What follows belongs to an exercise in optimizing a design on an open flow for small area and a short achievable clock period; a production flow would make more cautious choices. In this exercise RTL edits were held to simulation tests only and were not proved equivalent to the original.

--- design/flow/flow/run.sh ---
#!/bin/bash
# The standard layout (standard.sh), with these changes in how it is
# made, not in what it is held to:
# - synthesis leaves adders as plain gates for ABC (no full/half-adder cell
#   extraction) and maps the logic with flow/abc_area.script, an
#   area-oriented ABC script; registers are mapped before ABC, so they are as
#   in the standard synthesis; the rest of the flow uses ORFS's own scripts;
# - the ports are buffered with a plain buffer instead of ORFS's default
#   pick, a delay cell (every port still gets its own buffer);
# - ORFS's timing repair aims for 69.9 ns of setup slack at the design's
#   90 ns clock, so that it speeds up the paths that set the achieved period.
set -euo pipefail
export BUFFER_PORTS_ARGS="-buffer_cell sky130_fd_sc_hd__buf_2"
export SETUP_SLACK_MARGIN=69.9
rm -rf synth_scripts
cp -r "$FLOW_HOME/scripts" synth_scripts
cp flow/abc_area.script synth_scripts/abc_area.script
ADDER_MAP_FILE= SCRIPTS_DIR="$PWD/synth_scripts" bash standard.sh synth > synth.log 2>&1
bash standard.sh > standard.log 2>&1
--- design/flow/flow/abc_area.script ---
strash
dc2
strash
dch -f
amap
mfs2 -W 4 -M 5000
strash
dch -f
amap
topo
stime -c
--- design/flow/standard.sh ---
#!/bin/bash
# synth_recipe.tcl (not shown) runs the flow's synth.tcl, then flattens the netlist and writes it again
# the make line also repeats each setting of config.mk as NAME=value (left out here)
make -C /OpenROAD-flow-scripts/flow DESIGN_CONFIG=/design/flow/config.mk WORK_HOME=/design/flow/orfs CLKGATE_MAP_FILE= SYNTH_SCRIPT=/design/flow/synth_recipe.tcl "${@:-finish}"
--- design/flow/config.mk ---
export PLATFORM = sky130hd
export DESIGN_NAME = top_fsm
export DESIGN_NICKNAME = top_fsm
export VERILOG_FILES = /design/flow/design.v
export SDC_FILE = /design/flow/constraint.sdc
export NUM_CORES = 4
export LEC_CHECK = 0
export ABC_AREA = 1
export CAP_MARGIN = 20
export CORE_MARGIN = 2
export CORE_UTILIZATION = 65
export CTS_CLUSTER_DIAMETER = 80
export CTS_CLUSTER_SIZE = 25
export SLEW_MARGIN = 20
--- design/flow/constraint.sdc ---
create_clock -name core_clock -period 90.0 [get_ports {clk}]
set_input_delay 18.0000 -clock core_clock [delete_from_list [all_inputs] [get_ports {clk}]]
set_output_delay 18.0000 -clock core_clock [all_outputs]
set_load 0.01 [all_outputs]
--- design/flow/design.v ---
module display_comb(
	input wire [3:0] digit,
	output reg [7:0] segCode
);
always @(*) begin
	case (digit)
		4'h0: segCode = 8'b11000000;
		4'h1: segCode = 8'b11111001;
		4'h2: segCode = 8'b10100100;
		4'h3: segCode = 8'b10110000;
		4'h4: segCode = 8'b10011001;
		4'h5: segCode = 8'b10010010;
		4'h6: segCode = 8'b10000010;
		4'h7: segCode = 8'b11111000;
		4'h8: segCode = 8'b10000000;
		4'h9: segCode = 8'b10010000;
		default: segCode = 8'b11111111;
	endcase
end
endmodule
module scoreConverter(
	input wire [13:0] score,
	output wire [3:0] ones,
	output wire [3:0] tens,
	output wire [3:0] hundreds,
	output wire [3:0] thousands
);
function [3:0] add3;
	input [3:0] d;
	case (d)
		4'd5: add3 = 4'd8;
		4'd6: add3 = 4'd9;
		4'd7: add3 = 4'd10;
		4'd8: add3 = 4'd11;
		4'd9: add3 = 4'd12;
		4'd10: add3 = 4'd13;
		4'd11: add3 = 4'd14;
		4'd12: add3 = 4'd15;
		4'd13: add3 = 4'd0;
		4'd14: add3 = 4'd1;
		4'd15: add3 = 4'd2;
		default: add3 = d;
	endcase
endfunction
reg [17:0] bcd;
integer i;
always @(*) begin
	bcd = 18'd0;
	for (i = 13; i >= 0; i = i - 1) begin
		bcd[3:0] = add3(bcd[3:0]);
		bcd[7:4] = add3(bcd[7:4]);
		bcd[11:8] = add3(bcd[11:8]);
		bcd[15:12] = add3(bcd[15:12]);
		bcd = {bcd[16:0], score[i]};
	end
end
assign ones = bcd[3:0];
assign tens = bcd[7:4];
assign hundreds = bcd[11:8];
reg [3:0] th10;
always @(*) begin
	case (bcd[15:12])
		4'd0: th10 = 4'd10;
		4'd1: th10 = 4'd11;
		4'd2: th10 = 4'd12;
		4'd3: th10 = 4'd13;
		4'd4: th10 = 4'd14;
		4'd5: th10 = 4'd15;
		4'd6: th10 = 4'd0;
		4'd7: th10 = 4'd1;
		4'd8: th10 = 4'd2;
		default: th10 = 4'd3;
	endcase
end
assign thousands = bcd[16] ? th10 : bcd[15:12];
endmodule
module vga640x480(
	input wire clk,
	input wire reset,
	output wire [3:0] pcol,
	output wire [3:0] prow,
	input wire pMouse,
	input wire pCat,
	input wire pGoal,
	input wire GameOver,
	output reg hsync,
	output reg vsync,
	output wire [2:0] red,
	output wire [2:0] green,
	output wire [1:0] blue
);
reg [4:0] hcol;
reg [5:0] hsub;
reg [3:0] vrow;
reg [5:0] vsub;
function [15:0] map_row;
	input [3:0] r;
	case (r)
		4'd0:  map_row = 16'b1111111111111111;
		4'd1:  map_row = 16'b1000000110000011;
		4'd2:  map_row = 16'b1100110000110001;
		4'd3:  map_row = 16'b1001100000011101;
		4'd4:  map_row = 16'b1000001011000001;
		4'd5:  map_row = 16'b1010100000010101;
		4'd6:  map_row = 16'b1000101001010001;
		4'd7:  map_row = 16'b1010100000010101;
		4'd8:  map_row = 16'b1000001101000001;
		4'd9:  map_row = 16'b1011100000011101;
		4'd10: map_row = 16'b1000100000110001;
		4'd11: map_row = 16'b1100000110000011;
		default: map_row = 16'b1111111111111111;
	endcase
endfunction
function [5:0] inc6;
	input [5:0] a;
	inc6 = a ^ {&a[4:0], &a[3:0], &a[2:0], &a[1:0], a[0], 1'b1};
endfunction
wire hsub_end = (hsub == 6'd39);
wire line_end = (hcol == 5'd16) & (hsub == 6'd15);    
wire vsub_end = (vsub == 6'd39);
wire frame_end = (vrow == 4'd13);                       
wire [5:0] nhsub = hsub_end ? 6'd0 : inc6(hsub);
wire [4:0] nhcol = ~hsub_end ? hcol : (hcol == 5'd19) ? 5'd0 : hcol ^ {&hcol[3:0], &hcol[2:0], &hcol[1:0], hcol[0], 1'b1};
wire [5:0] nvsub = ~line_end ? vsub : (frame_end | vsub_end) ? 6'd0 : inc6(vsub);
wire [3:0] nvrow = ~line_end ? vrow : frame_end ? 4'd0 : vsub_end ? vrow ^ {&vrow[2:0], &vrow[1:0], vrow[0], 1'b1} : vrow;
wire nhsync = ~(((nhcol == 5'd16) & (nhsub[5] | nhsub[4])) | (nhcol == 5'd17) |
                ((nhcol == 5'd18) & ~nhsub[5]));
wire nvsync = ~((nvrow == 4'd0) & (nvsub[5:1] == 5'd0));
wire nvsub_ge31 = nvsub[5] | (&nvsub[4:0]);
wire nvact = ~((nvrow == 4'd0) & ~nvsub_ge31) & ~((nvrow == 4'd12) & nvsub_ge31) & (nvrow != 4'd13);
wire nhact = ~nhcol[4];
wire [3:0] ncol = nhcol[3:0];
assign pcol = ncol;
assign prow = nvrow;
wire [15:0] nmrow = map_row(nvrow);
wire nwallpix = nmrow[ncol];
reg r, g, b;
always @(*) begin
	r = 1'b0;
	g = 1'b0;
	b = 1'b0;
	if (nvact & nhact) begin
		if (pMouse) begin
			g = 1'b1;
		end else if (pCat) begin
			r = 1'b1;
		end else if (pGoal) begin
			r = 1'b1;
			g = 1'b1;
		end else if (!nwallpix) begin
			r = 1'b1;
			g = ~GameOver;
			b = ~GameOver;
		end else begin
			b = 1'b1;
		end
	end
end
reg red1, green1, blue1;
always @(posedge clk or posedge reset) begin
	if (reset) begin
		hcol <= 5'd16;
		hsub <= 6'd16;
		vrow <= 4'd0;
		vsub <= 6'd0;
		hsync <= 1'b0;
		vsync <= 1'b0;
		red1 <= 1'b0;
		green1 <= 1'b0;
		blue1 <= 1'b0;
	end else begin
		hcol <= nhcol;
		hsub <= nhsub;
		vrow <= nvrow;
		vsub <= nvsub;
		hsync <= nhsync;
		vsync <= nvsync;
		red1 <= r;
		green1 <= g;
		blue1 <= b;
	end
end
assign red = {3{red1}};
assign green = {3{green1}};
assign blue = {2{blue1}};
endmodule
module step_slots(
	input wire clk,
	input wire reset,
	input wire [5:0] cc,
	output wire mslot,
	output wire cslot,
	output reg [3:0] r15,
	output reg [3:0] r12,
	output wire rwall
);
reg [6:0] b2;
reg [1:0] d3_0;
reg [1:0] d3_1;
reg [1:0] d3_2;
reg [1:0] d3_3;
reg [2:0] d5_0;
reg [2:0] d5_1;
reg [2:0] d5_2;
reg [2:0] d7_0;
reg [2:0] d7_1;
reg [3:0] d11_0;
reg [3:0] d11_1;
reg [3:0] q13;
wire q13_fb = ~(q13[3] ^ q13[2]) ^ (q13 == 4'd2);
reg [4:0] q17;
wire q17_fb = ~(q17[4] ^ q17[0]) ^ (q17 == 5'd7);
reg [4:0] q19;
wire q19_fb = ~(q19[4] ^ q19[1]) ^ (q19 == 5'd9);
reg [4:0] q23;
wire q23_fb = ~(q23[4] ^ q23[2]) ^ (q23 == 5'd12);
reg [4:0] q29;
wire q29_fb = ~(q29[4] ^ q29[2]) ^ (q29 == 5'd5);
reg [4:0] q31;
wire q31_fb = ~(q31[4] ^ q31[2]);
reg [5:0] q37;
wire q37_fb = ~(q37[5] ^ q37[4]) ^ (q37 == 6'd16);
reg [5:0] q41;
wire q41_fb = ~(q41[5] ^ q41[4]) ^ (q41 == 6'd58);
reg [5:0] q43;
wire q43_fb = ~(q43[5] ^ q43[0]) ^ (q43 == 6'd29);
reg [5:0] q47;
wire q47_fb = ~(q47[5] ^ q47[4]) ^ (q47 == 6'd6);
reg [5:0] q53;
wire q53_fb = ~(q53[5] ^ q53[0]) ^ (q53 == 6'd23);
reg [5:0] q59;
wire q59_fb = ~(q59[5] ^ q59[0]) ^ (q59 == 6'd36);
reg [5:0] q61;
wire q61_fb = ~(q61[5] ^ q61[0]) ^ (q61 == 6'd10);
reg [6:0] q67;
wire q67_fb = ~(q67[6] ^ q67[5]) ^ (q67 == 7'd123);
reg [6:0] q71;
wire q71_fb = ~(q71[6] ^ q71[4]) ^ (q71 == 7'd71);
reg [6:0] q73;
wire q73_fb = ~(q73[6] ^ q73[1]) ^ (q73 == 7'd23);
reg [6:0] q79;
wire q79_fb = ~(q79[6] ^ q79[3]) ^ (q79 == 7'd58);
reg [6:0] q83;
wire q83_fb = ~(q83[6] ^ q83[3]) ^ (q83 == 7'd38);
reg [6:0] q89;
wire q89_fb = ~(q89[6] ^ q89[5]) ^ (q89 == 7'd89);
reg [6:0] q97;
wire q97_fb = ~(q97[6] ^ q97[3]) ^ (q97 == 7'd126);
reg [6:0] q101;
wire q101_fb = ~(q101[6] ^ q101[2]) ^ (q101 == 7'd96);
reg [6:0] q103;
wire q103_fb = ~(q103[6] ^ q103[0]) ^ (q103 == 7'd59);
reg [6:0] q107;
wire q107_fb = ~(q107[6] ^ q107[0]) ^ (q107 == 7'd99);
reg [6:0] q109;
wire q109_fb = ~(q109[6] ^ q109[2]) ^ (q109 == 7'd105);
reg [6:0] q113;
wire q113_fb = ~(q113[6] ^ q113[0]) ^ (q113 == 7'd60);
reg [6:0] q127;
wire q127_fb = ~(q127[6] ^ q127[2]);
function [1:0] next3;
	input [1:0] d;
	case (d)
		2'd0: next3 = 2'd1;
		2'd1: next3 = 2'd2;
		2'd2: next3 = 2'd0;
		default: next3 = 2'd0;
	endcase
endfunction
function [2:0] next5;
	input [2:0] d;
	case (d)
		3'd0: next5 = 3'd1;
		3'd1: next5 = 3'd2;
		3'd2: next5 = 3'd3;
		3'd3: next5 = 3'd4;
		3'd4: next5 = 3'd0;
		default: next5 = 3'd0;
	endcase
endfunction
function [2:0] next7;
	input [2:0] d;
	case (d)
		3'd0: next7 = 3'd1;
		3'd1: next7 = 3'd2;
		3'd2: next7 = 3'd3;
		3'd3: next7 = 3'd4;
		3'd4: next7 = 3'd5;
		3'd5: next7 = 3'd6;
		3'd6: next7 = 3'd0;
		default: next7 = 3'd0;
	endcase
endfunction
function [3:0] next11;
	input [3:0] d;
	case (d)
		4'd0: next11 = 4'd1;
		4'd1: next11 = 4'd2;
		4'd2: next11 = 4'd3;
		4'd3: next11 = 4'd4;
		4'd4: next11 = 4'd5;
		4'd5: next11 = 4'd6;
		4'd6: next11 = 4'd7;
		4'd7: next11 = 4'd8;
		4'd8: next11 = 4'd9;
		4'd9: next11 = 4'd10;
		4'd10: next11 = 4'd0;
		default: next11 = 4'd0;
	endcase
endfunction
wire wrap = (b2 == 7'd127) & (d3_0 == 2'd1) & (d3_1 == 2'd2) & (d3_2 == 2'd1) & (d3_3 == 2'd0) & (d5_0 == 3'd1) & (d5_1 == 3'd3) & (d5_2 == 3'd3) & (d7_0 == 3'd0) & (d7_1 == 3'd4) & (d11_0 == 4'd7) & (d11_1 == 4'd10) & (q13 == 4'd1);
always @(posedge clk or posedge reset) begin
	if (reset) begin
		b2 <= 7'd0;
		d3_0 <= 2'd0;
		d3_1 <= 2'd0;
		d3_2 <= 2'd0;
		d3_3 <= 2'd0;
		d5_0 <= 3'd0;
		d5_1 <= 3'd0;
		d5_2 <= 3'd0;
		d7_0 <= 3'd0;
		d7_1 <= 3'd0;
		d11_0 <= 4'd0;
		d11_1 <= 4'd0;
		q13 <= 4'd2;
		q17 <= 5'd0;
		q19 <= 5'd9;
		q23 <= 5'd12;
		q29 <= 5'd5;
		q31 <= 5'd0;
		q37 <= 6'd16;
		q41 <= 6'd58;
		q43 <= 6'd8;
		q47 <= 6'd22;
		q53 <= 6'd23;
		q59 <= 6'd36;
		q61 <= 6'd33;
		q67 <= 7'd0;
		q71 <= 7'd71;
		q73 <= 7'd23;
		q79 <= 7'd58;
		q83 <= 7'd38;
		q89 <= 7'd0;
		q97 <= 7'd0;
		q101 <= 7'd49;
		q103 <= 7'd59;
		q107 <= 7'd99;
		q109 <= 7'd105;
		q113 <= 7'd60;
		q127 <= 7'd16;
	end else begin
		b2 <= b2 ^ {&b2[5:0], &b2[4:0], &b2[3:0], &b2[2:0], &b2[1:0], b2[0], 1'b1};
		d3_0 <= next3(d3_0) ^ ({2{wrap}} & 2'd2);
		d3_1 <= (((d3_0 == 2'd2)) ? next3(d3_1) : d3_1) ^ ({2{wrap}} & 2'd2);
		d3_2 <= (((d3_0 == 2'd2) & (d3_1 == 2'd2)) ? next3(d3_2) : d3_2) ^ ({2{wrap}} & 2'd1);
		d3_3 <= (((d3_0 == 2'd2) & (d3_1 == 2'd2) & (d3_2 == 2'd2)) ? next3(d3_3) : d3_3);
		d5_0 <= next5(d5_0) ^ ({3{wrap}} & 3'd2);
		d5_1 <= (((d5_0 == 3'd4)) ? next5(d5_1) : d5_1) ^ ({3{wrap}} & 3'd3);
		d5_2 <= (((d5_0 == 3'd4) & (d5_1 == 3'd4)) ? next5(d5_2) : d5_2) ^ ({3{wrap}} & 3'd3);
		d7_0 <= next7(d7_0) ^ ({3{wrap}} & 3'd1);
		d7_1 <= (((d7_0 == 3'd6)) ? next7(d7_1) : d7_1) ^ ({3{wrap}} & 3'd4);
		d11_0 <= next11(d11_0) ^ ({4{wrap}} & 4'd8);
		d11_1 <= (((d11_0 == 4'd10)) ? next11(d11_1) : d11_1) ^ ({4{wrap}} & 4'd10);
		q13 <= {q13[2:0], q13_fb} ^ ({4{wrap}} & 4'd1);
		q17 <= {q17[3:0], q17_fb} ^ ({5{wrap}} & 5'd2);
		q19 <= {q19[3:0], q19_fb} ^ ({5{wrap}} & 5'd28);
		q23 <= {q23[3:0], q23_fb} ^ ({5{wrap}} & 5'd21);
		q29 <= {q29[3:0], q29_fb} ^ ({5{wrap}} & 5'd10);
		q31 <= {q31[3:0], q31_fb} ^ ({5{wrap}} & 5'd4);
		q37 <= {q37[4:0], q37_fb} ^ ({6{wrap}} & 6'd38);
		q41 <= {q41[4:0], q41_fb} ^ ({6{wrap}} & 6'd21);
		q43 <= {q43[4:0], q43_fb} ^ ({6{wrap}} & 6'd2);
		q47 <= {q47[4:0], q47_fb} ^ ({6{wrap}} & 6'd8);
		q53 <= {q53[4:0], q53_fb} ^ ({6{wrap}} & 6'd1);
		q59 <= {q59[4:0], q59_fb} ^ ({6{wrap}} & 6'd20);
		q61 <= {q61[4:0], q61_fb} ^ ({6{wrap}} & 6'd2);
		q67 <= {q67[5:0], q67_fb} ^ ({7{wrap}} & 7'd64);
		q71 <= {q71[5:0], q71_fb} ^ ({7{wrap}} & 7'd10);
		q73 <= {q73[5:0], q73_fb} ^ ({7{wrap}} & 7'd36);
		q79 <= {q79[5:0], q79_fb} ^ ({7{wrap}} & 7'd3);
		q83 <= {q83[5:0], q83_fb} ^ ({7{wrap}} & 7'd68);
		q89 <= {q89[5:0], q89_fb} ^ ({7{wrap}} & 7'd1);
		q97 <= {q97[5:0], q97_fb} ^ ({7{wrap}} & 7'd80);
		q101 <= {q101[5:0], q101_fb} ^ ({7{wrap}} & 7'd8);
		q103 <= {q103[5:0], q103_fb} ^ ({7{wrap}} & 7'd8);
		q107 <= {q107[5:0], q107_fb} ^ ({7{wrap}} & 7'd5);
		q109 <= {q109[5:0], q109_fb} ^ ({7{wrap}} & 7'd20);
		q113 <= {q113[5:0], q113_fb} ^ ({7{wrap}} & 7'd8);
		q127 <= {q127[5:0], q127_fb} ^ ({7{wrap}} & 7'd4);
	end
end
reg ms, cs;
always @(*) begin
	case (cc)
		6'd0: begin ms = ((d5_0 == 3'd0)) & (q13 == 4'd2); cs = ((d5_0 == 3'd0)) & (q13 == 4'd2); end
		6'd1: begin ms = (b2[0:0] == 1'd0) & ((d3_0 == 2'd0)) & ((d11_0 == 4'd0)); cs = (b2[5:0] == 6'd0); end
		6'd2: begin ms = (q67 == 7'd0); cs = ((d3_0 == 2'd0) & (d3_1 == 2'd0)) & ((d7_0 == 3'd0)); end
		6'd3: begin ms = (b2[1:0] == 2'd0) & (q17 == 5'd0); cs = (b2[0:0] == 1'd0) & (q31 == 5'd0); end
		6'd4: begin ms = ((d3_0 == 2'd0)) & (q23 == 5'd12); cs = (q61 == 6'd33); end
		6'd5: begin ms = (b2[0:0] == 1'd0) & ((d5_0 == 3'd0)) & ((d7_0 == 3'd0)); cs = (b2[1:0] == 2'd0) & ((d3_0 == 2'd0)) & ((d5_0 == 3'd0)); end
		6'd6: begin ms = (q71 == 7'd71); cs = (q59 == 6'd36); end
		6'd7: begin ms = (b2[2:0] == 3'd0) & ((d3_0 == 2'd0) & (d3_1 == 2'd0)); cs = (b2[0:0] == 1'd0) & (q29 == 5'd5); end
		6'd8: begin ms = (q73 == 7'd23); cs = ((d3_0 == 2'd0)) & (q19 == 5'd9); end
		6'd9: begin ms = (b2[0:0] == 1'd0) & (q37 == 6'd16); cs = (b2[2:0] == 3'd0) & ((d7_0 == 3'd0)); end
		6'd10: begin ms = ((d3_0 == 2'd0)) & ((d5_0 == 3'd0) & (d5_1 == 3'd0)); cs = ((d5_0 == 3'd0)) & ((d11_0 == 4'd0)); end
		6'd11: begin ms = (b2[1:0] == 2'd0) & (q19 == 5'd9); cs = (b2[0:0] == 1'd0) & ((d3_0 == 2'd0) & (d3_1 == 2'd0) & (d3_2 == 2'd0)); end
		6'd12: begin ms = ((d7_0 == 3'd0)) & ((d11_0 == 4'd0)); cs = (q53 == 6'd23); end
		6'd13: begin ms = (b2[0:0] == 1'd0) & ((d3_0 == 2'd0)) & (q13 == 4'd2); cs = (b2[1:0] == 2'd0) & (q13 == 4'd2); end
		6'd14: begin ms = (q79 == 7'd58); cs = ((d3_0 == 2'd0)) & (q17 == 5'd0); end
		6'd15: begin ms = (b2[3:0] == 4'd0) & ((d5_0 == 3'd0)); cs = (b2[0:0] == 1'd0) & ((d5_0 == 3'd0) & (d5_1 == 3'd0)); end
		6'd16: begin ms = ((d3_0 == 2'd0) & (d3_1 == 2'd0) & (d3_2 == 2'd0) & (d3_3 == 2'd0)); cs = ((d7_0 == 3'd0) & (d7_1 == 3'd0)); end
		6'd17: begin ms = (b2[0:0] == 1'd0) & (q41 == 6'd58); cs = (b2[3:0] == 4'd0) & ((d3_0 == 2'd0)); end
		6'd18: begin ms = (q83 == 7'd38); cs = (q47 == 6'd22); end
		6'd19: begin ms = (b2[1:0] == 2'd0) & ((d3_0 == 2'd0)) & ((d7_0 == 3'd0)); cs = (b2[0:0] == 1'd0) & (q23 == 5'd12); end
		6'd20: begin ms = ((d5_0 == 3'd0)) & (q17 == 5'd0); cs = ((d3_0 == 2'd0) & (d3_1 == 2'd0)) & ((d5_0 == 3'd0)); end
		6'd21: begin ms = (b2[0:0] == 1'd0) & (q43 == 6'd8); cs = (b2[1:0] == 2'd0) & ((d11_0 == 4'd0)); end
		6'd22: begin ms = ((d3_0 == 2'd0)) & (q29 == 5'd5); cs = (q43 == 6'd8); end
		6'd23: begin ms = (b2[2:0] == 3'd0) & ((d11_0 == 4'd0)); cs = (b2[0:0] == 1'd0) & ((d3_0 == 2'd0)) & ((d7_0 == 3'd0)); end
		6'd24: begin ms = (q89 == 7'd0); cs = (q41 == 6'd58); end
		6'd25: begin ms = (b2[0:0] == 1'd0) & ((d3_0 == 2'd0) & (d3_1 == 2'd0)) & ((d5_0 == 3'd0)); cs = (b2[2:0] == 3'd0) & ((d5_0 == 3'd0)); end
		6'd26: begin ms = ((d7_0 == 3'd0)) & (q13 == 4'd2); cs = ((d3_0 == 2'd0)) & (q13 == 4'd2); end
		6'd27: begin ms = (b2[1:0] == 2'd0) & (q23 == 5'd12); cs = (b2[0:0] == 1'd0) & (q19 == 5'd9); end
		6'd28: begin ms = ((d3_0 == 2'd0)) & (q31 == 5'd0); cs = (q37 == 6'd16); end
		6'd29: begin ms = (b2[0:0] == 1'd0) & (q47 == 6'd22); cs = (b2[1:0] == 2'd0) & ((d3_0 == 2'd0) & (d3_1 == 2'd0)); end
		6'd30: begin ms = ((d5_0 == 3'd0)) & (q19 == 5'd9); cs = ((d5_0 == 3'd0)) & ((d7_0 == 3'd0)); end
		6'd31: begin ms = (b2[4:0] == 5'd0) & ((d3_0 == 2'd0)); cs = (b2[0:0] == 1'd0) & (q17 == 5'd0); end
		6'd32: begin ms = (q97 == 7'd0); cs = ((d3_0 == 2'd0)) & ((d11_0 == 4'd0)); end
		6'd33: begin ms = (b2[0:0] == 1'd0) & ((d7_0 == 3'd0) & (d7_1 == 3'd0)); cs = (b2[4:0] == 5'd0); end
		6'd34: begin ms = ((d3_0 == 2'd0) & (d3_1 == 2'd0)) & ((d11_0 == 4'd0)); cs = (q31 == 5'd0); end
		6'd35: begin ms = (b2[1:0] == 2'd0) & ((d5_0 == 3'd0) & (d5_1 == 3'd0)); cs = (b2[0:0] == 1'd0) & ((d3_0 == 2'd0)) & ((d5_0 == 3'd0)); end
		6'd36: begin ms = (q101 == 7'd49); cs = (q29 == 5'd5); end
		6'd37: begin ms = (b2[0:0] == 1'd0) & ((d3_0 == 2'd0)) & (q17 == 5'd0); cs = (b2[1:0] == 2'd0) & ((d7_0 == 3'd0)); end
		6'd38: begin ms = (q103 == 7'd59); cs = ((d3_0 == 2'd0) & (d3_1 == 2'd0) & (d3_2 == 2'd0)); end
		6'd39: begin ms = (b2[2:0] == 3'd0) & (q13 == 4'd2); cs = (b2[0:0] == 1'd0) & (q13 == 4'd2); end
		6'd40: begin ms = ((d3_0 == 2'd0)) & ((d5_0 == 3'd0)) & ((d7_0 == 3'd0)); cs = ((d5_0 == 3'd0) & (d5_1 == 3'd0)); end
		6'd41: begin ms = (b2[0:0] == 1'd0) & (q53 == 6'd23); cs = (b2[2:0] == 3'd0) & ((d3_0 == 2'd0)); end
		6'd42: begin ms = (q107 == 7'd99); cs = (q23 == 5'd12); end
		6'd43: begin ms = (b2[1:0] == 2'd0) & ((d3_0 == 2'd0) & (d3_1 == 2'd0) & (d3_2 == 2'd0)); cs = (b2[0:0] == 1'd0) & ((d11_0 == 4'd0)); end
		6'd44: begin ms = (q109 == 7'd105); cs = ((d3_0 == 2'd0)) & ((d7_0 == 3'd0)); end
		6'd45: begin ms = (b2[0:0] == 1'd0) & ((d5_0 == 3'd0)) & ((d11_0 == 4'd0)); cs = (b2[1:0] == 2'd0) & ((d5_0 == 3'd0)); end
		6'd46: begin ms = ((d3_0 == 2'd0)) & (q37 == 6'd16); cs = (q19 == 5'd9); end
		6'd47: begin ms = (b2[3:0] == 4'd0) & ((d7_0 == 3'd0)); cs = (b2[0:0] == 1'd0) & ((d3_0 == 2'd0) & (d3_1 == 2'd0)); end
		6'd48: begin ms = (q113 == 7'd60); cs = (q17 == 5'd0); end
		6'd49: begin ms = (b2[0:0] == 1'd0) & ((d3_0 == 2'd0)) & (q19 == 5'd9); cs = (b2[3:0] == 4'd0); end
		6'd50: begin ms = ((d5_0 == 3'd0)) & (q23 == 5'd12); cs = ((d3_0 == 2'd0)) & ((d5_0 == 3'd0)); end
		6'd51: begin ms = (b2[1:0] == 2'd0) & (q29 == 5'd5); cs = (b2[0:0] == 1'd0) & ((d7_0 == 3'd0)); end
		6'd52: begin ms = ((d3_0 == 2'd0) & (d3_1 == 2'd0)) & (q13 == 4'd2); cs = (q13 == 4'd2); end
		6'd53: begin ms = (b2[0:0] == 1'd0) & (q59 == 6'd36); cs = (b2[1:0] == 2'd0) & ((d3_0 == 2'd0)); end
		6'd54: begin ms = ((d7_0 == 3'd0)) & (q17 == 5'd0); cs = ((d11_0 == 4'd0)); end
		6'd55: begin ms = (b2[2:0] == 3'd0) & ((d3_0 == 2'd0)) & ((d5_0 == 3'd0)); cs = (b2[0:0] == 1'd0) & ((d5_0 == 3'd0)); end
		6'd56: begin ms = ((d11_0 == 4'd0) & (d11_1 == 4'd0)); cs = ((d3_0 == 2'd0) & (d3_1 == 2'd0)); end
		6'd57: begin ms = (b2[0:0] == 1'd0) & (q61 == 6'd33); cs = (b2[2:0] == 3'd0); end
		6'd58: begin ms = ((d3_0 == 2'd0)) & (q41 == 6'd58); cs = ((d7_0 == 3'd0)); end
		6'd59: begin ms = (b2[1:0] == 2'd0) & (q31 == 5'd0); cs = (b2[0:0] == 1'd0) & ((d3_0 == 2'd0)); end
		6'd60: begin ms = ((d5_0 == 3'd0) & (d5_1 == 3'd0) & (d5_2 == 3'd0)); cs = ((d5_0 == 3'd0)); end
		6'd61: begin ms = (b2[0:0] == 1'd0) & ((d3_0 == 2'd0) & (d3_1 == 2'd0)) & ((d7_0 == 3'd0)); cs = (b2[1:0] == 2'd0); end
		6'd62: begin ms = (q127 == 7'd16); cs = ((d3_0 == 2'd0)); end
		6'd63: begin ms = (b2[6:0] == 7'd0); cs = (b2[0:0] == 1'd0); end
		default: begin ms = 1'b0; cs = 1'b0; end
	endcase
end
assign mslot = ms;
assign cslot = cs;
always @(*) begin
	case ({d3_0, d5_0})
		{2'd0, 3'd0}: r15 = 4'd0;
		{2'd0, 3'd1}: r15 = 4'd6;
		{2'd0, 3'd2}: r15 = 4'd12;
		{2'd0, 3'd3}: r15 = 4'd3;
		{2'd0, 3'd4}: r15 = 4'd9;
		{2'd1, 3'd0}: r15 = 4'd10;
		{2'd1, 3'd1}: r15 = 4'd1;
		{2'd1, 3'd2}: r15 = 4'd7;
		{2'd1, 3'd3}: r15 = 4'd13;
		{2'd1, 3'd4}: r15 = 4'd4;
		{2'd2, 3'd0}: r15 = 4'd5;
		{2'd2, 3'd1}: r15 = 4'd11;
		{2'd2, 3'd2}: r15 = 4'd2;
		{2'd2, 3'd3}: r15 = 4'd8;
		{2'd2, 3'd4}: r15 = 4'd14;
		default: r15 = 4'd0;
	endcase
	case ({d3_0, b2[1:0]})
		{2'd0, 2'd0}: r12 = 4'd0;
		{2'd0, 2'd1}: r12 = 4'd9;
		{2'd0, 2'd2}: r12 = 4'd6;
		{2'd0, 2'd3}: r12 = 4'd3;
		{2'd1, 2'd0}: r12 = 4'd4;
		{2'd1, 2'd1}: r12 = 4'd1;
		{2'd1, 2'd2}: r12 = 4'd10;
		{2'd1, 2'd3}: r12 = 4'd7;
		{2'd2, 2'd0}: r12 = 4'd8;
		{2'd2, 2'd1}: r12 = 4'd5;
		{2'd2, 2'd2}: r12 = 4'd2;
		{2'd2, 2'd3}: r12 = 4'd11;
		default: r12 = 4'd0;
	endcase
end
wallr rwalls(.d3(d3_0), .d5(d5_0), .b4(b2[1:0]), .w(rwall));
endmodule
module walls4(
	input wire [3:0] x,
	input wire [3:0] y,
	output wire wU,
	output wire wR,
	output wire wD,
	output wire wL
);
assign wU = ~((x[0] & ~x[1] & ~x[3] & y[2]) | (~x[0] & x[3] & y[0] & y[2]) | (~x[0] & x[1] & x[3] & ~y[0]) | (x[0] & ~x[3] & ~y[1] & y[3]) | (~x[1] & x[3] & y[0] & y[1] & ~y[2]) | (x[1] & ~x[3] & y[0] & y[1] & ~y[2]) | (x[0] & ~x[3] & y[1] & y[2]) | (~x[0] & x[1] & x[3] & y[3]) | (~x[1] & ~x[2] & y[1] & y[3]) | (~x[0] & x[2] & ~y[0] & y[1] & ~y[3]) | (~x[1] & ~x[2] & ~y[0] & y[2]) | (x[1] & x[2] & y[1] & y[3]) | (x[1] & ~x[2] & ~y[0] & ~y[2] & ~y[3]) | (x[0] & x[3] & ~y[0] & ~y[2] & ~y[3]) | (~x[2] & ~x[3] & y[0] & y[1]) | (~x[2] & ~x[3] & y[0] & y[2]) | (x[0] & x[2] & ~y[0] & ~y[1] & ~y[3]) | (~x[0] & x[2] & x[3] & ~y[1] & y[3]));
assign wR = ~((~x[0] & ~x[1] & ~y[2]) | (x[0] & x[2] & ~x[3] & y[0]) | (x[0] & x[3] & ~y[1]) | (~x[0] & ~x[3] & ~y[0]) | (~x[1] & ~x[2] & x[3] & y[0]) | (~x[1] & ~x[2] & ~x[3] & ~y[0]) | (~x[2] & y[0] & y[1] & y[3]) | (x[1] & ~x[2] & ~y[0] & ~y[1]) | (x[1] & x[2] & ~x[3] & y[1] & ~y[3]) | (~x[2] & ~y[1] & ~y[2] & ~y[3]) | (~x[1] & x[2] & x[3] & ~y[0] & y[2]) | (x[0] & x[3] & ~y[0] & y[3]) | (~x[0] & ~x[3] & y[2]) | (x[0] & x[1] & x[2] & y[1]) | (~x[0] & ~x[3] & ~y[1] & y[3]) | (x[0] & x[2] & y[0] & ~y[3]));
assign wD = (y[0] & y[1] & y[3]) | (x[0] & x[3] & y[2]) | (~x[0] & ~x[3] & y[2]) | (x[1] & x[3] & ~y[1] & ~y[2] & ~y[3]) | (~x[1] & x[2] & ~x[3] & y[0] & ~y[1] & ~y[2]) | (x[0] & x[3] & ~y[0] & ~y[1]) | (~x[0] & ~x[3] & ~y[0] & ~y[1]) | (x[1] & ~x[2] & ~y[0] & ~y[2] & ~y[3]) | (x[1] & ~x[3] & y[0] & y[1] & ~y[2]) | (~x[1] & ~x[3] & y[1] & y[3]) | (x[0] & x[1] & x[2] & y[1] & y[3]) | (~x[0] & ~x[1] & x[2] & ~y[1] & y[3]) | (x[1] & x[2] & x[3] & y[1] & y[3]) | (~x[0] & ~x[1] & ~x[2] & y[1] & y[3]) | (x[0] & ~x[2] & x[3] & y[0] & y[1]) | (x[1] & ~x[2] & ~x[3] & ~y[1] & y[3]) | (~x[1] & ~x[2] & x[3] & y[0] & y[1] & y[2]) | (~x[0] & x[2] & x[3] & ~y[0] & ~y[2] & ~y[3]);
assign wL = ~((x[1] & ~x[2] & ~x[3] & ~y[0]) | (~x[0] & ~x[2] & x[3] & y[0]) | (x[1] & x[2] & ~x[3] & y[0]) | (x[0] & x[3] & ~y[0]) | (~x[1] & x[2] & ~y[0] & ~y[1]) | (x[2] & ~y[1] & ~y[2] & ~y[3]) | (x[0] & x[1] & ~x[2] & ~y[2]) | (x[2] & y[0] & y[1] & y[3]) | (x[1] & x[2] & x[3] & ~y[0]) | (~x[1] & ~x[2] & x[3] & y[1] & ~y[3]) | (x[0] & x[1] & y[1] & ~y[2]) | (x[1] & x[3] & y[1] & ~y[2]) | (x[0] & x[3] & y[2]) | (~x[1] & x[3] & ~y[1] & y[3]) | (~x[0] & ~x[1] & ~x[2] & y[3]));
endmodule
module wallr(
	input wire [1:0] d3,
	input wire [2:0] d5,
	input wire [1:0] b4,
	output wire w
);
assign w = (~d3[0] & ~d3[1] & ~d5[1] & ~b4[0]) | (~d3[1] & ~d5[0] & d5[1] & ~b4[1]) | (d5[0] & d5[1] & b4[0] & b4[1]) | (d3[1] & ~d5[1] & ~b4[0] & b4[1]) | (~d3[0] & ~d3[1] & ~d5[0] & ~d5[2] & b4[0]) | (d3[0] & d5[2] & b4[1]) | (~d3[0] & ~d3[1] & d5[1] & ~b4[1]) | (d3[1] & d5[2] & b4[1]) | (~d5[0] & d5[1] & b4[0] & ~b4[1]) | (d3[0] & d5[0] & ~d5[1] & b4[0] & ~b4[1]) | (d3[1] & d5[0] & d5[1] & ~b4[0] & ~b4[1]) | (d3[1] & d5[0] & ~d5[1] & b4[0] & ~b4[1]);
endmodule
module Location(
	input wire rightBtn,
	input wire leftBtn,
	input wire upBtn,
	input wire downBtn,
	input wire crightBtn,
	input wire cleftBtn,
	input wire cupBtn,
	input wire cdownBtn,
	input wire clock,
	input wire reset,
	output wire [3:0] CatX,
	output wire [3:0] CatY,
	output wire [3:0] MouseX,
	output wire [3:0] MouseY,
	output wire [3:0] GoalX,
	output wire [3:0] GoalY,
	output wire [13:0] Score,
	output wire GameOver,
	input wire [3:0] pcol,
	input wire [3:0] prow,
	output wire pMouse,
	output wire pCat,
	output wire pGoal,
	output wire nGameOver
);
reg [3:0] mx, my, cx, cy, gx, gy;
reg [13:0] sc;
reg go;
reg [5:0] cc;
wire mslot, cslot;
wire [3:0] r15, r12;
wire rwall;
step_slots steps(
	.clk(clock),
	.reset(reset),
	.cc(cc),
	.mslot(mslot),
	.cslot(cslot),
	.r15(r15),
	.r12(r12),
	.rwall(rwall)
);
function [3:0] inc4;
	input [3:0] a;
	inc4 = a ^ {&a[2:0], &a[1:0], a[0], 1'b1};
endfunction
function [3:0] dec4;
	input [3:0] a;
	dec4 = a ^ {~|a[2:0], ~|a[1:0], ~a[0], 1'b1};
endfunction
function [13:0] add14;
	input [13:0] a;
	input [13:0] b;
	integer i;
	reg c;
	begin
		c = 1'b0;
		for (i = 0; i < 14; i = i + 1) begin
			add14[i] = a[i] ^ b[i] ^ c;
			c = (a[i] & b[i]) | (c & (a[i] ^ b[i]));
		end
	end
endfunction
function [13:0] dec14;
	input [13:0] a;
	integer i;
	reg b;
	begin
		b = 1'b1;
		for (i = 0; i < 14; i = i + 1) begin
			dec14[i] = a[i] ^ b;
			b = b & ~a[i];
		end
	end
endfunction
function [13:0] bonus;
	input [3:0] x;
	input [3:0] y;
	bonus = add14(add14(14'd50, {10'd0, x}), {10'd0, y});
endfunction
wire mact = mslot & ~go;
wire [3:0] myU = dec4(my), myD = inc4(my), mxR = inc4(mx), mxL = dec4(mx);
wire mwU, mwR, mwD, mwL;
walls4 mwalls(.x(mx), .y(my), .wU(mwU), .wR(mwR), .wD(mwD), .wL(mwL));
wire mokU = ~mwU, mokR = ~mwR, mokD = ~mwD, mokL = ~mwL;
wire mbtn = upBtn | rightBtn | downBtn | leftBtn;
wire mgoU = mact & upBtn & mokU;
wire mgoR = mact & ~upBtn & rightBtn & mokR;
wire mgoD = mact & ~upBtn & ~rightBtn & downBtn & mokD;
wire mgoL = mact & ~upBtn & ~rightBtn & ~downBtn & leftBtn & mokL;
wire mstx = ~(mgoR | mgoL);
wire msty = ~(mgoU | mgoD);
wire [3:0] mxn = mgoR ? mxR : (mgoL ? mxL : mx);
wire [3:0] myn = mgoU ? myU : (mgoD ? myD : my);
wire cact = cslot & ~go;
wire [3:0] cyU = dec4(cy), cyD = inc4(cy), cxR = inc4(cx), cxL = dec4(cx);
wire cwU, cwR, cwD, cwL;
walls4 cwalls(.x(cx), .y(cy), .wU(cwU), .wR(cwR), .wD(cwD), .wL(cwL));
wire cokU = ~cwU, cokR = ~cwR, cokD = ~cwD, cokL = ~cwL;
wire cgoU = cact & cupBtn & cokU;
wire cgoR = cact & ~cupBtn & crightBtn & cokR;
wire cgoD = cact & ~cupBtn & ~crightBtn & cdownBtn & cokD;
wire cgoL = cact & ~cupBtn & ~crightBtn & ~cdownBtn & cleftBtn & cokL;
wire cstx = ~(cgoR | cgoL);
wire csty = ~(cgoU | cgoD);
wire [3:0] cxn = cgoR ? cxR : (cgoL ? cxL : cx);
wire [3:0] cyn = cgoU ? cyU : (cgoD ? cyD : cy);
function [4:0] diff;
	input [3:0] a;
	input [3:0] b;
	integer i;
	reg c;
	begin
		c = 1'b1;
		for (i = 0; i < 4; i = i + 1) begin
			diff[i] = a[i] ^ ~b[i] ^ c;
			c = (a[i] & ~b[i]) | (c & (a[i] ^ ~b[i]));
		end
		diff[4] = ~c;
	end
endfunction
wire [4:0] dmcx = diff(mx, cx), dmcy = diff(my, cy);
wire eqx = (((mstx & cstx) | (mgoR & cgoR) | (mgoL & cgoL)) & (dmcx == 5'd0)) |
           (((mstx & cgoR) | (mgoL & cstx)) & (dmcx == 5'd1)) |
           (((mstx & cgoL) | (mgoR & cstx)) & (dmcx == 5'd31)) |
           (mgoL & cgoR & (dmcx == 5'd2)) | (mgoR & cgoL & (dmcx == 5'd30));
wire eqy = (((msty & csty) | (mgoD & cgoD) | (mgoU & cgoU)) & (dmcy == 5'd0)) |
           (((msty & cgoD) | (mgoU & csty)) & (dmcy == 5'd1)) |
           (((msty & cgoU) | (mgoD & csty)) & (dmcy == 5'd31)) |
           (mgoU & cgoD & (dmcy == 5'd2)) | (mgoD & cgoU & (dmcy == 5'd30));
wire caught = cact & eqx & eqy;
wire [4:0] dcgx = diff(cx, gx), dcgy = diff(cy, gy);
wire cg0x = (dcgx == 5'd0), cgpx = (dcgx == 5'd1), cgmx = (dcgx == 5'd31);
wire cg0y = (dcgy == 5'd0), cgpy = (dcgy == 5'd1), cgmy = (dcgy == 5'd31);
wire nearx = (cstx & (cg0x | cgpx | cgmx)) | (cgoR & (cg0x | cgmx | (dcgx == 5'd30))) |
             (cgoL & (cg0x | cgpx | (dcgx == 5'd2)));
wire neary = (csty & (cg0y | cgpy | cgmy)) | (cgoD & (cg0y | cgmy | (dcgy == 5'd30))) |
             (cgoU & (cg0y | cgpy | (dcgy == 5'd2)));
wire near = nearx & neary;
wire [4:0] dmgx = diff(mx, gx), dmgy = diff(my, gy), dmrx = diff(mx, r15), dmry = diff(my, r12);
wire eatgx = (mstx & (dmgx == 5'd0)) | (mgoR & (dmgx == 5'd31)) | (mgoL & (dmgx == 5'd1));
wire eatgy = (msty & (dmgy == 5'd0)) | (mgoD & (dmgy == 5'd31)) | (mgoU & (dmgy == 5'd1));
wire eatrx = (mstx & (dmrx == 5'd0)) | (mgoR & (dmrx == 5'd31)) | (mgoL & (dmrx == 5'd1));
wire eatry = (msty & (dmry == 5'd0)) | (mgoD & (dmry == 5'd31)) | (mgoU & (dmry == 5'd1));
wire eatg = eatgx & eatgy, eatr = eatrx & eatry;
wire eat = near ? eatr : eatg;
wire dec = mact & (|sc) & (mbtn | (sc == 14'd1));
wire [13:0] scm1 = dec14(sc);
wire [13:0] addg = add14(sc, bonus(gx, gy));
wire [13:0] addr = add14(sc, bonus(r15, r12));
wire [13:0] addg1 = dec14(addg);
wire [13:0] addr1 = dec14(addr);
wire [13:0] scd = dec ? scm1 : sc;
wire [13:0] sc2 = near ? (eatr ? (dec ? addr1 : addr) : scd) : (eatg ? (dec ? addg1 : addg) : scd);
reg gw;
wire gwall = gw;
wire gmove = near | eatg | gwall;
always @(posedge clock or posedge reset) begin
	if (reset) begin
		mx <= 4'd5;
		my <= 4'd3;
		cx <= 4'd9;
		cy <= 4'd11;
		gx <= 4'd14;
		gy <= 4'd10;
		sc <= 14'd0;
		go <= 1'b0;
		gw <= 1'b0;
		cc <= 6'd0;
	end else begin
		mx <= mxn;
		my <= myn;
		cx <= cxn;
		cy <= cyn;
		if (gmove) begin
			gx <= r15;
			gw <= rwall;
			gy <= r12;
		end
		sc <= sc2;
		go <= go | caught;
		if (eat) cc <= cc ^ {&cc[4:0], &cc[3:0], &cc[2:0], &cc[1:0], cc[0], 1'b1};
	end
end
assign CatX = cx;
assign CatY = cy;
assign MouseX = mx;
assign MouseY = my;
assign GoalX = gx;
assign GoalY = gy;
assign Score = sc;
assign GameOver = go;
wire [4:0] dpmx = diff(pcol, mx), dpmy = diff(prow, my), dpcx = diff(pcol, cx), dpcy = diff(prow, cy);
assign pMouse = ((mstx & (dpmx == 5'd0)) | (mgoR & (dpmx == 5'd1)) | (mgoL & (dpmx == 5'd31))) &
                ((msty & (dpmy == 5'd0)) | (mgoD & (dpmy == 5'd1)) | (mgoU & (dpmy == 5'd31)));
assign pCat = ((cstx & (dpcx == 5'd0)) | (cgoR & (dpcx == 5'd1)) | (cgoL & (dpcx == 5'd31))) &
              ((csty & (dpcy == 5'd0)) | (cgoD & (dpcy == 5'd1)) | (cgoU & (dpcy == 5'd31)));
assign pGoal = gmove ? ((pcol == r15) & (prow == r12)) : ((pcol == gx) & (prow == gy));
assign nGameOver = go | caught;
endmodule
module top_fsm(
	input clk,
	input reset,
	input rightBtn,
	input leftBtn,
	input upBtn,
	input downBtn,
	input crightBtn,
	input cleftBtn,
	input cupBtn,
	input cdownBtn,
	output reg [7:0] segCode,
	output wire [3:0] an,
	output wire [2:0] red,
	output wire [2:0] green,
	output wire [1:0] blue,
	output wire hsync,
	output wire vsync,
	output wire [3:0] catX,
	output wire [3:0] catY,
	output wire [3:0] mouseX,
	output wire [3:0] mouseY,
	output wire [3:0] goalX,
	output wire [3:0] goalY,
	output wire [13:0] score,
	output wire gameOver
);
wire [3:0] pcol, prow;
wire pMouse, pCat, pGoal, nGameOver;
Location locate(
	.rightBtn(rightBtn),
	.leftBtn(leftBtn),
	.upBtn(upBtn),
	.downBtn(downBtn),
	.crightBtn(crightBtn),
	.cleftBtn(cleftBtn),
	.cupBtn(cupBtn),
	.cdownBtn(cdownBtn),
	.clock(clk),
	.reset(reset),
	.CatX(catX),
	.CatY(catY),
	.MouseX(mouseX),
	.MouseY(mouseY),
	.GoalX(goalX),
	.GoalY(goalY),
	.Score(score),
	.GameOver(gameOver),
	.pcol(pcol),
	.prow(prow),
	.pMouse(pMouse),
	.pCat(pCat),
	.pGoal(pGoal),
	.nGameOver(nGameOver)
);
wire [3:0] ones, tens, hundreds, thousands;
scoreConverter converter(
	.score(score),
	.ones(ones),
	.tens(tens),
	.hundreds(hundreds),
	.thousands(thousands)
);
vga640x480 drawScreen(
	.clk(clk),
	.reset(reset),
	.pcol(pcol),
	.prow(prow),
	.pMouse(pMouse),
	.pCat(pCat),
	.pGoal(pGoal),
	.GameOver(nGameOver),
	.hsync(hsync),
	.vsync(vsync),
	.red(red),
	.green(green),
	.blue(blue)
);
reg [1:0] count;
always @(posedge clk or posedge reset) begin
	if (reset)
		count <= 2'b00;
	else
		count <= {count[1] ^ count[0], ~count[0]};
end
reg [3:0] digit;
always @(*) begin
	case (count)
		2'd0: digit = ones;
		2'd1: digit = tens;
		2'd2: digit = hundreds;
		default: digit = thousands;
	endcase
end
wire [7:0] seg;
display_comb decode(
	.digit(digit),
	.segCode(seg)
);
reg [1:0] shown;
always @(posedge clk) begin
	segCode <= seg;
	shown <= count;
end
assign an = (shown == 2'd0) ? 4'b1110 :
            (shown == 2'd1) ? 4'b1101 :
            (shown == 2'd2) ? 4'b1011 : 4'b0111;
endmodule
==> run notes <==
[worst min path at each step]
stage	start	to	slack [ps]
floorplan	locate.steps.q61[2]	locate.steps.q61[3]	350
global placement	locate.steps.q31[0]	locate.steps.q31[1]	350
detailed placement	locate.steps.q107[5]	locate.steps.q107[6]	350
CTS	locate.steps.q103[4]	locate.steps.q103[5]	360
global route	locate.steps.q103[4]	locate.steps.q103[5]	380
finish	locate.steps.q103[4]	locate.steps.q103[5]	360
[worst register-to-register path: cells and delay by family, from the launching register on]
kind | cells | cell delay, ps
buffers and inverters | 11 | 1580
AND/OR/NAND/NOR | 25 | 4160
flip-flops | 1 | 500
AO/OA/AOI/OAI | 16 | 2230
[cell usage after synthesis (all sizes together) (11+ instances only)]
cell type,number
o21ai,244
nand3,44
nor2b,15
nand2,224
dfrtp,198
or4,15
nor2,461
nor3,101
o22a,17
and3,16
o22ai,97
a22oi,22
a21oi,139
clkinv,273
or3,19
and2,11
nor4,41
or2,50
o32ai,18
o221ai,15
a31oi,29
a211oi,20
dfstp,76
o21a,18
nand4,41
[per-layer routing]
layer  wire length [µm]  vias to the layer above  track usage (%)
li1                   -                     8663                -
met1              20170                     8499            49.04
met2              24050                     1078            59.49
met3               5117                      277            5.483
met4               2651                        0            14.75
met5                  0                        -                0
[layout by cell type (no fill, tap or decap), types with 41 or more instances in the layout]
master / n
nor2_1: 444
clkinv_1: 258
o21ai_0: 240
nand2_1: 220
dfrtp_1: 198
a21oi_1: 135
nor3_1: 97
o22ai_1: 96
dfstp_2: 76
buf_2: 64
buf_4: 64
or2_0: 50
nand3_1: 43
nand4_1: 41
[logic make-up (layout without fill, tap and decap cells)]
kind of cell    count (synthesis)  in the layout
buf+inv                       282            437
simple gates                 1054           1054
other cells                     1              1
compound gates                703            703
flops                         283            283
[final cells by class]
type                    instances  area [µm²]  share of cell area (%)
multi-input cells            1758        9530                   48.61
clock inverters                 5       85.08                  0.4340
flip-flops and latches        283        7132                   36.38
inverters                     273        1090                   5.559
clock buffers                  24       451.7                   2.304
repair buffers                135       897.1                   4.576
well taps                     335       419.2                   2.138
[repair_timing]
action | 4_1_cts | 5_1_grt
setup endpoints to repair | 22 | 22
pin swaps | 22 | 32
resized for setup | 30 | 40
buffers inserted | 33 | 21
==> run notes <==
CP Max Fanout: 4
Crit end category: flip-flop
Syn avg cell area: 7.447 µm²
R2R depth: 52
GPL Wtd Cong: 1.019
Ant diodes: 0
Worst setup margin: 69820 ps
WS Path Type: primary input to flip-flop
Largest net degree at the start of global routing: 113
Routed len/inst: 18.48 µm
Simple-gate share of the synthesized area: 27.43%
CP endpoint: drawScreen.green1
Clock Pin Slew Worst Setup and Hold Paths: 100 ps
HPWL Detailed: 36.29 mm
Vias in the first global route: 17375
CTS root buffer: clkbuf_16
CTS tree: yes
Num ports: 71
CP Launch Point: cupBtn
Number of max-cap violations: 0
Hold Crit Depth: 0
Reg2reg setup slack: 81490 ps
Warnings, synthesis: 6
Fmax: 49.56 MHz
Final Util: 75.23%
Total track usage: 36.35%
Share of cells above drive strength 1: 12.51%
Hold-fix buffers, CTS: 0
Crit-path cells: buf_6 > or3_4 > nor2_2 > o21ai_1 > a22oi_2 > a31oi_4 > inv_4 > nand2_8 > nor2_4 > o2111ai_4 > o41ai_4 > nand2b_1 > a21oi_2 > nor2_1
Element type at the critical path start: primary input
P&R area growth vs syn: 13.33%
Period minus WS final: 20180 ps
First-pass DRT Iterations: 9
Dominant cells by area after synthesis: dfrtp_1 29%, dfstp_2 12%, nor2_1 10%
Htree depth: 1
CP delay by family, top: simple AND/OR/NAND/NOR gates
RSZ-0062 raised after global routing: true
Final count of negative-setup-slack endpoints: 0
Critical path arrival: 20610 ps
Cell depth of the worst setup path: 14
Fin cells: 2813
Cell Area, Synth: 17300 µm²
Sink Count: 283
Design area: 19610 µm²
Clock latency (worst-skew pair): 510 ps
Via count: 18517
Buffers & Inverters on Critical Path: 2
Clock Skew: 15.49 ps
Antenna viol nets, final: 0
Fillers: 1940
Post-synth EDFFs: 0
Inserted Clock Buffers: 17
R2R Path End: segCode[3]
Post-synthesis mux area share: 0%
XOR/XNOR Fraction of Synth Area: 0%
Max-slew violation count: 0
1st-iter DRT viols: 2325
Rows: 59
Hold Crit Class: flip-flop to flip-flop
Synth Area in Compound Gates: 25.01%
RR Startpoint: locate.sc[13]
CTS Buffer Depth: 3
Max reg flops: 14
Synth cell types: 55
WL final: 51.99 mm
Placed insts: 2730
Initial core utilization: 66.38%
DR DRC count: 0
Max incr delay on CP: 430 ps
Fin nets: 2478
Placed cell areas: 18350 µm²
Die Wd: 167.1 µm
Slowest stage cell on the critical path: o41ai_4
Biggest register: locate.sc
Sequential cell area fraction in the yosys report: 41.23%
Top cell type's share of synthesized area: 28.64%
WHS: 364.9 ps
Syn Nets: 2333
Vias/cell: 6.583
Antenna violations before repair: 0
Cell accounting for the most synthesized area: dfrtp_1
CP Data Required Time: 90430 ps
Synth async-reset ratio: 96.82%
Worst Tran Pin Value: 1209 ps
Post-Place Setup Slack: 68790 ps
Fin crit share: 22.42%
Synth Flop Type: dfrtp_1
GRT overflow: 0
Buffers on Ports: 69
Slew headroom: 19.39%
Synth Instances: 2323
Setup_tns: 0 ps
Status: timing/DRC/antenna clean
Main combinational cell family by area after synthesis: simple AND/OR/NAND/NOR gates
First-pass GRT wire length: 84.55 mm
DIE AREA: 27930 µm²
Synth Area in Adders: 0%
Core Area: 26060 µm²
Die Height: 167.1 µm
Final Hold Fails: 0
Synthesized flop and latch total: 283

[what the ideal ports hide]
The results above use ideal ports. As a check the final layout listed here was re-extracted and re-timed, cells and wires unchanged.
Step 1 assumes that a clkbuf_16 drives the clock port and a buf_2 every other input.
Step 2 times the ports against the registers' clock, not the clock port: input delays grow and output delays shrink by t, the midpoint of the rising clock arrivals with the driver on.
a / b / c = no drivers / after step 1 / after step 2; a / b = the first two.
t (ns): 0.555
setup slack, ns: 69.821 / 69.842 / 69.286
hold WS [ns]: 0.365 / 0.365 / 0.365
worst register clock-pin slew, ns: 0.10 / 0.10
After both steps setup and hold are still met in this run. For this run, drivers alone change the setup slack by +0.021 ns; drivers and shift together by -0.535 ns.
